This is an optimization exercise on Yosys and OpenROAD, whose aim is small area, a short achievable clock period and few clock cycles, not a production implementation.

==> inputs of pepper <==
// CVP14
module CVP14(output [15:0] Addr, output RD, output WR, output V, output [15:0] dataOut,
             input Reset, input Clk1, input [15:0] DataIn);
make LEC_CHECK=0 CAP_MARGIN=30 CORE_MARGIN=2 CORE_UTILIZATION=40 SLEW_MARGIN=30 finish   # period 20.0 ns
run.sh (not shown) runs the stock make flow with config.mk's settings and CLKGATE_MAP_FILE= SYNTH_SCRIPT=/design/flow/synth_recipe.tcl, a recipe that flattens the netlist after the stock synthesis.
==> ember: changes against pepper <==
--- a/flow/design.v
+++ b/flow/design.v
@@ -247,15 +247,14 @@
 reg ld_now, ld_last;                 
 reg l_oka;
 reg [4:0] l_mx;
 reg [15:0] ld1;
 reg ld1_v;
 reg [2:0] ld1_r;
 reg sl_v, sl_wlo, sl_whi;
-reg sl_known, sl_safe_q, sl_fp_q;    
 reg [15:0] sl_pc;
 reg [1:0] sl_op;
 reg [2:0] sl_ra, sl_rb, sl_rd;
 reg [15:0] sl_sc;
 reg rd_busy, rd_act, vdot_wait, rd_us;
 reg [1:0] rd_op;
 reg [2:0] rd_ra, rd_rb, rd_rd;
@@ -343,20 +342,19 @@
 wire sl_haz = (vld_act & (mu_reg == sl_ra | (mu_reg == sl_rb & (sl_op != AU_SMUL)))) |
               ((mu_st == MU_VSTW) & (mu_reg == sl_rd) & (sl_op != AU_VDOT));
 wire wait_rd_d = vdot_wait & (rd_ra == f_d | rd_rb == f_d);
 wire sl_safe = (sl_op == AU_VADD) ? (sa[sl_ra] & sa[sl_rb]) :
                (sl_op == AU_VDOT) ? ok_mul(lm[sl_ra], mx[sl_rb]) :
                                     ok_mul(lm[sl_ra], sl_sc[14:10]);
 wire sl_fp = flags_pend(sl_ra) | ((sl_op != AU_SMUL) & flags_pend(sl_rb));
-wire sl_ok = sl_known & sl_safe_q;
-wire blocking = blocking_us | (sl_v & ~sl_ok);
-wire sl_start = sl_v & sl_known & ~rd_busy & ~sl_haz & ((sl_op != AU_VDOT) | ~vd_pend) & (sl_safe_q | ~sl_fp_q);
+wire blocking = blocking_us | (sl_v & ~sl_safe);
+wire sl_start = sl_v & ~rd_busy & ~sl_haz & ((sl_op != AU_VDOT) | ~vd_pend) & (sl_safe | ~sl_fp);
 reg issue_ok;
 always @(*) begin
-  if (is_au)       issue_ok = ~sl_v & (~is_smul | ~pend_s(f_b));
+  if (is_au)       issue_ok = (~sl_v | sl_start) & (~is_smul | ~pend_s(f_b));
   else if (is_vld) issue_ok = mu_free & ~pend_s(f_a) & ~pend_w(f_d) & ~wait_rd_d & ~sl_r(f_d) & ~sl_w(f_d);
   else if (is_vst) issue_ok = mu_free & ~ld_now & ~pend_s(f_a) & ~pend_w(f_d) & ~sl_w(f_d);
   else if (is_sst) issue_ok = mu_free & ~pend_s(f_a) & ~pend_s(f_d);
   else issue_ok = 1'b1;
 end
 wire issue = ir_v & ~blocking & ~redirect & issue_ok;
 wire au_issue = issue & is_au;
@@ -366,15 +364,15 @@
 wire sll_sl = issue & is_sll & sl_v & (sl_op == AU_VDOT) & (sl_rd == f_d);
 wire slh_sl = issue & is_slh & sl_v & (sl_op == AU_VDOT) & (sl_rd == f_d);
 wire r7_en = redirect & ~(us_vdot & vd_rd == 3'd7);
 wire r7_vd = r7_en & vd_pend & (vd_rd == 3'd7);
 ScalarRegFile srf(.clk(Clk1), .rst(Reset),
                   .ra1(f_a), .ra2(is_smul ? f_b : f_d), .rd1(rx), .rd2(ry),
                   .bw_en(issue & (is_sll | is_slh)), .bw_hi(is_slh), .bw_dst(f_d), .bw_data(ir[7:0]),
-                  .ww_lo(vd_wr & vd_wlo & ~sll_vd & ~r7_vd), .ww_hi(vd_wr & vd_whi & ~slh_vd & ~r7_vd),
+                  .ww_lo(vd_wr & vd_wlo & ~sll_vd), .ww_hi(vd_wr & vd_whi & ~slh_vd),
                   .ww_dst(vd_rd), .ww_data(acc),
                   .r7_en(r7_en), .r7_data(us_pc));
 wire [7:0] we_l = ld1_v ? (8'd1 << ld1_r) : 8'd0;
 wire [7:0] we_a = s4_vec ? (8'd1 << srd[4]) : 8'd0;
 VectorRegFile vrf(.clk(Clk1), .we_l(we_l), .wd_l(ld1), .we_a(we_a), .wd_a(wres), .heads(heads));
 wire [2:0] sel_a = rd_busy ? rd_ra : sl_ra;
 wire [2:0] sel_b = rd_busy ? rd_rb : sl_rb;
@@ -405,28 +403,25 @@
     rd_busy <= 1'b0; rd_act <= 1'b0; vdot_wait <= 1'b0; sl_v <= 1'b0;
     sv <= 4'd0;
     us_busy <= 1'b0; us_fin <= 1'b0; ovf <= 1'b0;
   end else begin
     if (us_fin) begin us_fin <= 1'b0; us_busy <= 1'b0; end
     else if (sv[4] & slast[4] & sus[4]) us_fin <= 1'b1;
     if (sl_start) sl_v <= 1'b0;
-    sl_known <= sl_v & ~sl_start;
-    sl_safe_q <= sl_safe;
-    sl_fp_q <= sl_fp;
     if (sll_sl) sl_wlo <= 1'b0;
     if (slh_sl) sl_whi <= 1'b0;
     if (au_issue) begin
       sl_v <= 1'b1;
       sl_op <= i_op; sl_ra <= f_a; sl_rb <= f_b; sl_rd <= f_d; sl_sc <= ry; sl_pc <= ir_pc;
       sl_wlo <= 1'b1; sl_whi <= 1'b1;
     end
     if (sl_start) begin
       rd_busy <= 1'b1;
-      rd_op <= sl_op; rd_ra <= sl_ra; rd_rb <= sl_rb; rd_rd <= sl_rd; rd_us <= ~sl_safe_q;
-      if (~sl_safe_q) begin
+      rd_op <= sl_op; rd_ra <= sl_ra; rd_rb <= sl_rb; rd_rd <= sl_rd; rd_us <= ~sl_safe;
+      if (~sl_safe) begin
         us_busy <= 1'b1; us_vdot <= sl_vdot; us_pc <= sl_pc; ovf <= 1'b0;
       end
       vdot_wait <= sl_vdot & (ph != 4'd0);
     end
     if (vdot_wait & ph == 4'd0) vdot_wait <= 1'b0;
     if (first_read) begin rd_act <= 1'b1; rd_cnt <= 4'd1; end
     else if (rd_act) begin rd_cnt <= rd_cnt + 4'd1; if (rd_cnt == 4'd15) rd_act <= 1'b0; end
@@ -439,15 +434,15 @@
   if (read_now) begin
     x1 <= va;
     if (cur_op != AU_SMUL) y1 <= vb;
     else if (sl_start) y1 <= sl_sc;
   end
   sfirst <= {sfirst[3:1], first_read};
   slast <= {slast[3:1], read_last};
-  sus <= {sus[3:1], sl_start ? ~sl_safe_q : rd_us};
+  sus <= {sus[3:1], sl_start ? ~sl_safe : rd_us};
   sop[1] <= cur_op; sop[2] <= sop[1]; sop[3] <= sop[2]; sop[4] <= sop[3];
   srd[1] <= cur_rd; srd[2] <= srd[1]; srd[3] <= srd[2]; srd[4] <= srd[3];
   fa_p <= fa_pn;
   fb_p <= fb_pn;
   ma_p <= ma_pn;
   mb_p <= mb_pn;
   wres <= (sop[3] == AU_VADD) ? fc_y : mc_y;
CAP_MARGIN = 80   (was 30)
SLEW_MARGIN = 80   (was 30)
==> tundra: changes against pepper <==
--- a/flow/design.v
+++ b/flow/design.v
@@ -246,17 +246,15 @@
 reg [2:0] mu_reg;
 reg ld_now, ld_last;                 
 reg l_oka;
 reg [4:0] l_mx;
 reg [15:0] ld1;
 reg ld1_v;
 reg [2:0] ld1_r;
-reg sl_v, sl_wlo, sl_whi;
-reg sl_known, sl_safe_q, sl_fp_q;    
-reg [15:0] sl_pc;
+reg sl_v, sl_safe;
 reg [1:0] sl_op;
 reg [2:0] sl_ra, sl_rb, sl_rd;
 reg [15:0] sl_sc;
 reg rd_busy, rd_act, vdot_wait, rd_us;
 reg [1:0] rd_op;
 reg [2:0] rd_ra, rd_rb, rd_rd;
 reg [3:0] rd_cnt;
@@ -303,15 +301,15 @@
 wire is_j    = (op == 4'd8);
 wire is_au = is_vadd | is_vdot | is_smul;
 wire is_mu = is_sst | is_vld | is_vst;
 wire [2:0] f_d = ir[11:9], f_a = ir[8:6], f_b = ir[5:3];
 wire [15:0] rx, ry;
 wire [127:0] heads;
 wire redirect = us_fin & ovf;
-wire blocking_us = us_busy & ~(us_fin & ~ovf);        
+wire blocking = us_busy & ~(us_fin & ~ovf);           
 wire s4_vec = sv[4] & (sop[4] != AU_VDOT);
 function pend_w;
   input [2:0] r;
   pend_w = rd_busy & (rd_op != AU_VDOT) & (rd_rd == r);
 endfunction
 function au_wpend;
   input [2:0] r;
@@ -327,54 +325,50 @@
 endfunction
 function sl_r;
   input [2:0] r;
   sl_r = sl_v & ((sl_ra == r) | ((sl_op != AU_SMUL) & (sl_rb == r)));
 endfunction
 function flags_pend;
   input [2:0] r;
-  flags_pend = au_wpend(r) | ((vld_act | ldf_v) & (mu_reg == r)) | (ldf_v & (ldf_r == r));
+  flags_pend = au_wpend(r) | sl_w(r) | (ldf_v & (ldf_r == r));
 endfunction
 function pend_s;
   input [2:0] r;
-  pend_s = (vd_pend & (vd_wlo | vd_whi) & (vd_rd == r)) |
-           (sl_v & (sl_op == AU_VDOT) & (sl_wlo | sl_whi) & (sl_rd == r));
+  pend_s = (vd_pend & (vd_rd == r)) | (sl_v & (sl_op == AU_VDOT) & (sl_rd == r));
 endfunction
 wire mu_free = (mu_st == MU_IDLE);
 wire vld_act = (mu_st == MU_VLD) | ld_now;            
 wire sl_haz = (vld_act & (mu_reg == sl_ra | (mu_reg == sl_rb & (sl_op != AU_SMUL)))) |
               ((mu_st == MU_VSTW) & (mu_reg == sl_rd) & (sl_op != AU_VDOT));
 wire wait_rd_d = vdot_wait & (rd_ra == f_d | rd_rb == f_d);
-wire sl_safe = (sl_op == AU_VADD) ? (sa[sl_ra] & sa[sl_rb]) :
-               (sl_op == AU_VDOT) ? ok_mul(lm[sl_ra], mx[sl_rb]) :
-                                    ok_mul(lm[sl_ra], sl_sc[14:10]);
-wire sl_fp = flags_pend(sl_ra) | ((sl_op != AU_SMUL) & flags_pend(sl_rb));
-wire sl_ok = sl_known & sl_safe_q;
-wire blocking = blocking_us | (sl_v & ~sl_ok);
-wire sl_start = sl_v & sl_known & ~rd_busy & ~sl_haz & ((sl_op != AU_VDOT) | ~vd_pend) & (sl_safe_q | ~sl_fp_q);
+wire sl_start = sl_v & ~rd_busy & ~sl_haz & ((sl_op != AU_VDOT) | ~vd_pend);
+wire issue_safe = is_vadd ? (sa[f_a] & sa[f_b]) :
+                  is_vdot ? ok_mul(lm[f_a], mx[f_b]) :
+                            ok_mul(lm[f_a], ry[14:10]);
 reg issue_ok;
 always @(*) begin
-  if (is_au)       issue_ok = ~sl_v & (~is_smul | ~pend_s(f_b));
+  if (is_au)       issue_ok = (~sl_v | sl_start) & (~is_smul | ~pend_s(f_b)) &
+                              (issue_safe | ~(flags_pend(f_a) | (~is_smul & flags_pend(f_b))));
   else if (is_vld) issue_ok = mu_free & ~pend_s(f_a) & ~pend_w(f_d) & ~wait_rd_d & ~sl_r(f_d) & ~sl_w(f_d);
   else if (is_vst) issue_ok = mu_free & ~ld_now & ~pend_s(f_a) & ~pend_w(f_d) & ~sl_w(f_d);
   else if (is_sst) issue_ok = mu_free & ~pend_s(f_a) & ~pend_s(f_d);
+  else if (is_sll | is_slh) issue_ok = ~(sl_v & (sl_op == AU_VDOT) & (sl_rd == f_d));
   else issue_ok = 1'b1;
 end
 wire issue = ir_v & ~blocking & ~redirect & issue_ok;
 wire au_issue = issue & is_au;
 wire mu_issue = issue & is_mu;
 wire sll_vd = issue & is_sll & vd_pend & (vd_rd == f_d);
 wire slh_vd = issue & is_slh & vd_pend & (vd_rd == f_d);
-wire sll_sl = issue & is_sll & sl_v & (sl_op == AU_VDOT) & (sl_rd == f_d);
-wire slh_sl = issue & is_slh & sl_v & (sl_op == AU_VDOT) & (sl_rd == f_d);
 wire r7_en = redirect & ~(us_vdot & vd_rd == 3'd7);
 wire r7_vd = r7_en & vd_pend & (vd_rd == 3'd7);
 ScalarRegFile srf(.clk(Clk1), .rst(Reset),
                   .ra1(f_a), .ra2(is_smul ? f_b : f_d), .rd1(rx), .rd2(ry),
                   .bw_en(issue & (is_sll | is_slh)), .bw_hi(is_slh), .bw_dst(f_d), .bw_data(ir[7:0]),
-                  .ww_lo(vd_wr & vd_wlo & ~sll_vd & ~r7_vd), .ww_hi(vd_wr & vd_whi & ~slh_vd & ~r7_vd),
+                  .ww_lo(vd_wr & vd_wlo & ~sll_vd), .ww_hi(vd_wr & vd_whi & ~slh_vd),
                   .ww_dst(vd_rd), .ww_data(acc),
                   .r7_en(r7_en), .r7_data(us_pc));
 wire [7:0] we_l = ld1_v ? (8'd1 << ld1_r) : 8'd0;
 wire [7:0] we_a = s4_vec ? (8'd1 << srd[4]) : 8'd0;
 VectorRegFile vrf(.clk(Clk1), .we_l(we_l), .wd_l(ld1), .we_a(we_a), .wd_a(wres), .heads(heads));
 wire [2:0] sel_a = rd_busy ? rd_ra : sl_ra;
 wire [2:0] sel_b = rd_busy ? rd_rb : sl_rb;
@@ -405,30 +399,24 @@
     rd_busy <= 1'b0; rd_act <= 1'b0; vdot_wait <= 1'b0; sl_v <= 1'b0;
     sv <= 4'd0;
     us_busy <= 1'b0; us_fin <= 1'b0; ovf <= 1'b0;
   end else begin
     if (us_fin) begin us_fin <= 1'b0; us_busy <= 1'b0; end
     else if (sv[4] & slast[4] & sus[4]) us_fin <= 1'b1;
     if (sl_start) sl_v <= 1'b0;
-    sl_known <= sl_v & ~sl_start;
-    sl_safe_q <= sl_safe;
-    sl_fp_q <= sl_fp;
-    if (sll_sl) sl_wlo <= 1'b0;
-    if (slh_sl) sl_whi <= 1'b0;
     if (au_issue) begin
       sl_v <= 1'b1;
-      sl_op <= i_op; sl_ra <= f_a; sl_rb <= f_b; sl_rd <= f_d; sl_sc <= ry; sl_pc <= ir_pc;
-      sl_wlo <= 1'b1; sl_whi <= 1'b1;
+      sl_op <= i_op; sl_ra <= f_a; sl_rb <= f_b; sl_rd <= f_d; sl_safe <= issue_safe; sl_sc <= ry;
+      if (~issue_safe) begin
+        us_busy <= 1'b1; us_vdot <= is_vdot; us_pc <= ir_pc; ovf <= 1'b0;
+      end
     end
     if (sl_start) begin
       rd_busy <= 1'b1;
-      rd_op <= sl_op; rd_ra <= sl_ra; rd_rb <= sl_rb; rd_rd <= sl_rd; rd_us <= ~sl_safe_q;
-      if (~sl_safe_q) begin
-        us_busy <= 1'b1; us_vdot <= sl_vdot; us_pc <= sl_pc; ovf <= 1'b0;
-      end
+      rd_op <= sl_op; rd_ra <= sl_ra; rd_rb <= sl_rb; rd_rd <= sl_rd; rd_us <= ~sl_safe;
       vdot_wait <= sl_vdot & (ph != 4'd0);
     end
     if (vdot_wait & ph == 4'd0) vdot_wait <= 1'b0;
     if (first_read) begin rd_act <= 1'b1; rd_cnt <= 4'd1; end
     else if (rd_act) begin rd_cnt <= rd_cnt + 4'd1; if (rd_cnt == 4'd15) rd_act <= 1'b0; end
     if (read_last) rd_busy <= 1'b0;
     sv <= {sv[3:1], read_now};
@@ -439,15 +427,15 @@
   if (read_now) begin
     x1 <= va;
     if (cur_op != AU_SMUL) y1 <= vb;
     else if (sl_start) y1 <= sl_sc;
   end
   sfirst <= {sfirst[3:1], first_read};
   slast <= {slast[3:1], read_last};
-  sus <= {sus[3:1], sl_start ? ~sl_safe_q : rd_us};
+  sus <= {sus[3:1], sl_start ? ~sl_safe : rd_us};
   sop[1] <= cur_op; sop[2] <= sop[1]; sop[3] <= sop[2]; sop[4] <= sop[3];
   srd[1] <= cur_rd; srd[2] <= srd[1]; srd[3] <= srd[2]; srd[4] <= srd[3];
   fa_p <= fa_pn;
   fb_p <= fb_pn;
   ma_p <= ma_pn;
   mb_p <= mb_pn;
   wres <= (sop[3] == AU_VADD) ? fc_y : mc_y;
@@ -471,15 +459,15 @@
 always @(posedge Clk1) begin
   if (Reset) begin
     vd_pend <= 1'b0; acc_st <= 2'd0; vd_wr <= 1'b0; np_v <= 1'b0;
   end else begin
     if (sll_vd | r7_vd) vd_wlo <= 1'b0;
     if (slh_vd | r7_vd) vd_whi <= 1'b0;
     if (sl_start & sl_vdot) begin
-      vd_pend <= 1'b1; vd_rd <= sl_rd; vd_wlo <= sl_wlo & ~sll_sl; vd_whi <= sl_whi & ~slh_sl;
+      vd_pend <= 1'b1; vd_rd <= sl_rd; vd_wlo <= 1'b1; vd_whi <= 1'b1;
       acc_k <= 5'd0; fq_cnt <= 4'd0; fq_wp <= 4'd0; fq_rp <= 4'd0; np_v <= 1'b0;
     end else begin
       if (fq_push) fq_wp <= (fq_wp == FQ - 1) ? 4'd0 : fq_wp + 4'd1;
       if (np_load_q) fq_rp <= (fq_rp == FQ - 1) ? 4'd0 : fq_rp + 4'd1;
       fq_cnt <= fq_cnt + {3'd0, fq_push} - {3'd0, np_load_q};
       if (step) acc_k <= acc_k + 5'd1;
       if (np_load_q | np_load_p) np_v <= 1'b1;
@@ -608,16 +596,16 @@
       lm[f5_rd] <= lim_of(f5_mx);
     end
     if (read_last & (rd_op != AU_VDOT)) zf[rd_rd] <= 1'b0;
     if (mu_issue & is_vld) begin
       sa[f_d] <= 1'b0; mx[f_d] <= 5'd31; lm[f_d] <= 5'd0;
       l_oka <= 1'b1; l_mx <= 5'd0;
     end
-    if (sl_start & ~sl_vdot) begin
-      sa[sl_rd] <= 1'b0; mx[sl_rd] <= 5'd31; lm[sl_rd] <= 5'd0;
+    if (au_issue & ~is_vdot) begin
+      sa[f_d] <= 1'b0; mx[f_d] <= 5'd31; lm[f_d] <= 5'd0;
     end
   end
 end
 wire [QD-1:0] at_a = arrive ? (1 << qn) : {QD{1'b0}};
 wire [QD-1:0] at_b = arrive ? (1 << (qn - 3'd1)) : {QD{1'b0}};
 always @(posedge Clk1) begin
   for (k = 0; k < QD; k = k + 1)
CAP_MARGIN = 80   (was 30)
SLEW_MARGIN = 80   (was 30)
==> umber: changes against pepper <==
--- a/flow/design.v
+++ b/flow/design.v
@@ -499,64 +499,63 @@
   if (step & (acc_k == 5'd0)) acc <= np;
   else if (acc_st[1]) acc <= cc_y;
 end
 wire [3:0] eoff0 = is_vld ? ph + 4'd1 : 4'd0;
 wire [6:0] soff = {ir[5], ir[5:0]} + {3'd0, eoff0};
 wire [15:0] addr_now = rx + {{9{soff[6]}}, soff};
 wire [15:0] base_now = rx + {{10{ir[5]}}, ir[5:0]};
-reg n_mu_port, n_mu_rd, n_mu_wr, n_ld, n_ld_last, n_first;
-reg [15:0] n_dout;
-reg [3:0] n_eoff, n_mu_cnt;
-reg [1:0] n_mu_st;
+reg c_port, c_rd, c_wr, c_ld, c_ld_last;
+reg [3:0] c_eoff, c_cnt;
+reg [1:0] c_st;
 always @(*) begin
-  n_mu_port = 1'b0; n_mu_rd = 1'b0; n_mu_wr = 1'b0; n_ld = 1'b0; n_ld_last = 1'b0;
-  n_first = 1'b0; n_eoff = 4'd0; n_dout = vc;
-  n_mu_st = mu_st; n_mu_cnt = mu_cnt;
+  c_port = 1'b0; c_rd = 1'b0; c_wr = 1'b0; c_ld = 1'b0; c_ld_last = 1'b0;
+  c_eoff = 4'd0; c_st = mu_st; c_cnt = mu_cnt;
   case (mu_st)
-    MU_IDLE:
-      if (mu_issue) begin
-        n_first = 1'b1;
-        if (is_vld) begin
-          n_mu_port = 1'b1; n_mu_rd = 1'b1; n_ld = 1'b1;
-          n_mu_st = MU_VLD; n_mu_cnt = 4'd1;
-        end else if (is_sst) begin
-          n_mu_port = 1'b1; n_mu_wr = 1'b1; n_dout = ry;
-        end else if (ph == 4'd0) begin
-          n_mu_port = 1'b1; n_mu_wr = 1'b1; n_mu_st = MU_VSTR;
-        end else
-          n_mu_st = MU_VSTW;
-      end
     MU_VLD: begin
-      n_mu_port = 1'b1; n_mu_rd = 1'b1; n_ld = 1'b1; n_eoff = ph + 4'd1;
-      n_mu_cnt = mu_cnt + 4'd1;
-      if (mu_cnt == 4'd15) begin n_mu_st = MU_IDLE; n_ld_last = 1'b1; end
+      c_port = 1'b1; c_rd = 1'b1; c_ld = 1'b1; c_eoff = ph + 4'd1;
+      c_cnt = mu_cnt + 4'd1;
+      if (mu_cnt == 4'd15) begin c_st = MU_IDLE; c_ld_last = 1'b1; end
     end
     MU_VSTW:
       if (ph == 4'd0) begin
-        n_mu_port = 1'b1; n_mu_wr = 1'b1; n_mu_st = MU_VSTR;
+        c_port = 1'b1; c_wr = 1'b1; c_st = MU_VSTR;
       end
     MU_VSTR: begin
-      n_mu_port = 1'b1; n_mu_wr = 1'b1; n_eoff = ph;
-      if (ph == 4'd15) n_mu_st = MU_IDLE;
+      c_port = 1'b1; c_wr = 1'b1; c_eoff = ph;
+      if (ph == 4'd15) c_st = MU_IDLE;
     end
+    default: ;
   endcase
 end
-wire [15:0] n_mu_addr = n_first ? addr_now : base + {12'd0, n_eoff};
+wire [15:0] c_addr = base + {12'd0, c_eoff};
+wire i_port = is_vld | is_sst | (is_vst & (ph == 4'd0));
+wire [1:0] i_st = is_vld ? MU_VLD : (is_vst ? ((ph == 4'd0) ? MU_VSTR : MU_VSTW) : MU_IDLE);
+wire n_mu_port = mu_issue ? i_port : c_port;
+wire n_mu_rd = mu_issue ? is_vld : c_rd;
+wire n_mu_wr = mu_issue ? (is_sst | is_vst) : c_wr;
+wire n_ld = mu_issue ? is_vld : c_ld;
+wire n_ld_last = ~mu_issue & c_ld_last;
+wire [1:0] n_mu_st = mu_issue ? i_st : c_st;
+wire [3:0] n_mu_cnt = mu_issue ? 4'd1 : c_cnt;
+wire [15:0] n_dout = (mu_issue & is_sst) ? ry : vc;
+wire [15:0] n_mu_addr = mu_issue ? addr_now : c_addr;
 wire flush = redirect | (issue & is_j);
 wire [15:0] jt = ir_pc + {{4{ir[11]}}, ir[11:0]};
 wire [15:0] jt1 = ir_pc + {{4{ir[11]}}, ir[11:0]} + 16'd1;
 wire [15:0] target = redirect ? 16'hFFF0 : jt;
 wire [15:0] target1 = redirect ? 16'hFFF1 : jt1;
 wire [15:0] fpc1 = fpc + 16'd1;
 wire arrive = f_act & ~flush;
 wire [2:0] qn_a = qn + {2'd0, arrive};                
 wire [2:0] qn_b = qn - {2'd0, ~arrive};               
 wire [2:0] n_qn = flush ? 3'd0 : (issue ? qn_b : qn_a);
 wire room_a = (qn_a != QD);
-wire n_f_act = ~n_mu_port & (issue | flush | room_a);
+wire f_if_issue = ~c_port & ~(is_mu & i_port);        
+wire f_no_issue = ~c_port & (redirect | room_a);
+wire n_f_act = issue ? f_if_issue : f_no_issue;
 wire [15:0] fetch_addr = flush ? target : fpc;
 wire n_vflag = redirect | (vflag & ~issue);
 always @(posedge Clk1) begin
   if (Reset) begin
     ph <= 4'd0;
     zf <= 8'hFF; sa <= 8'hFF;
     for (k = 0; k < 8; k = k + 1) begin mx[k] <= 5'd0; lm[k] <= 5'd30; end
CAP_MARGIN = 50   (was 30)
SLEW_MARGIN = 50   (was 30)
==> out/metrics.yaml <==
share_seq_of_total_power_pct: 37.1
avgSynthCellArea_um2: 11.9
ir_drop_uv: 90.8
fin_crit_ns: 6.52
worstMarginPinSlew_ns: 0.313
outcome: "finished clean"
netSwitchingFraction_pct: 34.5
fin_util_pct: 49.3
chipWidth_um: 527
p_int_uw: 13300
grt_max_degree: 49
Source of the figures above: ember

==> out/metrics.yaml <==
outcome: "finished clean"
share_seq_of_total_power_pct: 42.2
p_int_uw: 12000
grt_max_degree: 76
netSwitchingFraction_pct: 31.7
avgSynthCellArea_um2: 12.0
Source of the figures above: umber

==> out/metrics.yaml <==
outcome: "finished clean"
grt_max_degree: 34
netSwitchingFraction_pct: 35.8
chipWidth_um: 525
worstMarginPinSlew_ns: 0.358
avgSynthCellArea_um2: 12.1
Source of the figures above: tundra

==> out/metrics.yaml <==
outcome: "finished clean"
grt_max_degree: 74
netSwitchingFraction_pct: 32.5
fin_util_pct: 45.8
avgSynthCellArea_um2: 11.8
ir_drop_uv: 109
p_int_uw: 11900
worstMarginPinSlew_ns: 1.07
share_seq_of_total_power_pct: 41.4
chipWidth_um: 529
Source of the figures above: pepper

No functional check of the RTL was part of any run of this note.

-- afterwards: timing with drivers on the ports --
Ports are ideal in the flow. The routed layouts listed here were re-timed in OpenROAD.
Step 1 sets driving cells, clkbuf_16 on the clock port and buf_2 on the other inputs (assumed; they add their load-dependent delay and slew).
Step 2 moves the port delays by t, midway between the first and last clock arrival at a register: inputs arrive t later, outputs are due t later. That takes back most of the time a late clock gives input paths.
Slacks: no drivers / after step 1 / after step 2; pairs: no drivers / after step 1.
| run | t (ns) | setup slack, ns | worst setup path at the end | worst data-port slew with drivers (ns) | pins driven straight from the clock port |
|---|---|---|---|---|---|
| pepper | 0.936 | 13.643 / 13.643 / 12.789 | input to register | 0.04 | 1 |
| ember | 0.940 | 13.477 / 13.477 / 13.343 | input to register | 0.05 | 1 |
| tundra | 0.930 | 12.999 / 12.999 / 12.999 | register to register | 0.04 | 1 |
| umber | 0.910 | 13.741 / 13.780 / 12.869 | input to register | 0.04 | 1 |
After both steps every run listed still meets setup and hold. The setup slack of umber, which loses most, moves by +0.039 ns with the drivers and by -0.872 ns with both steps.
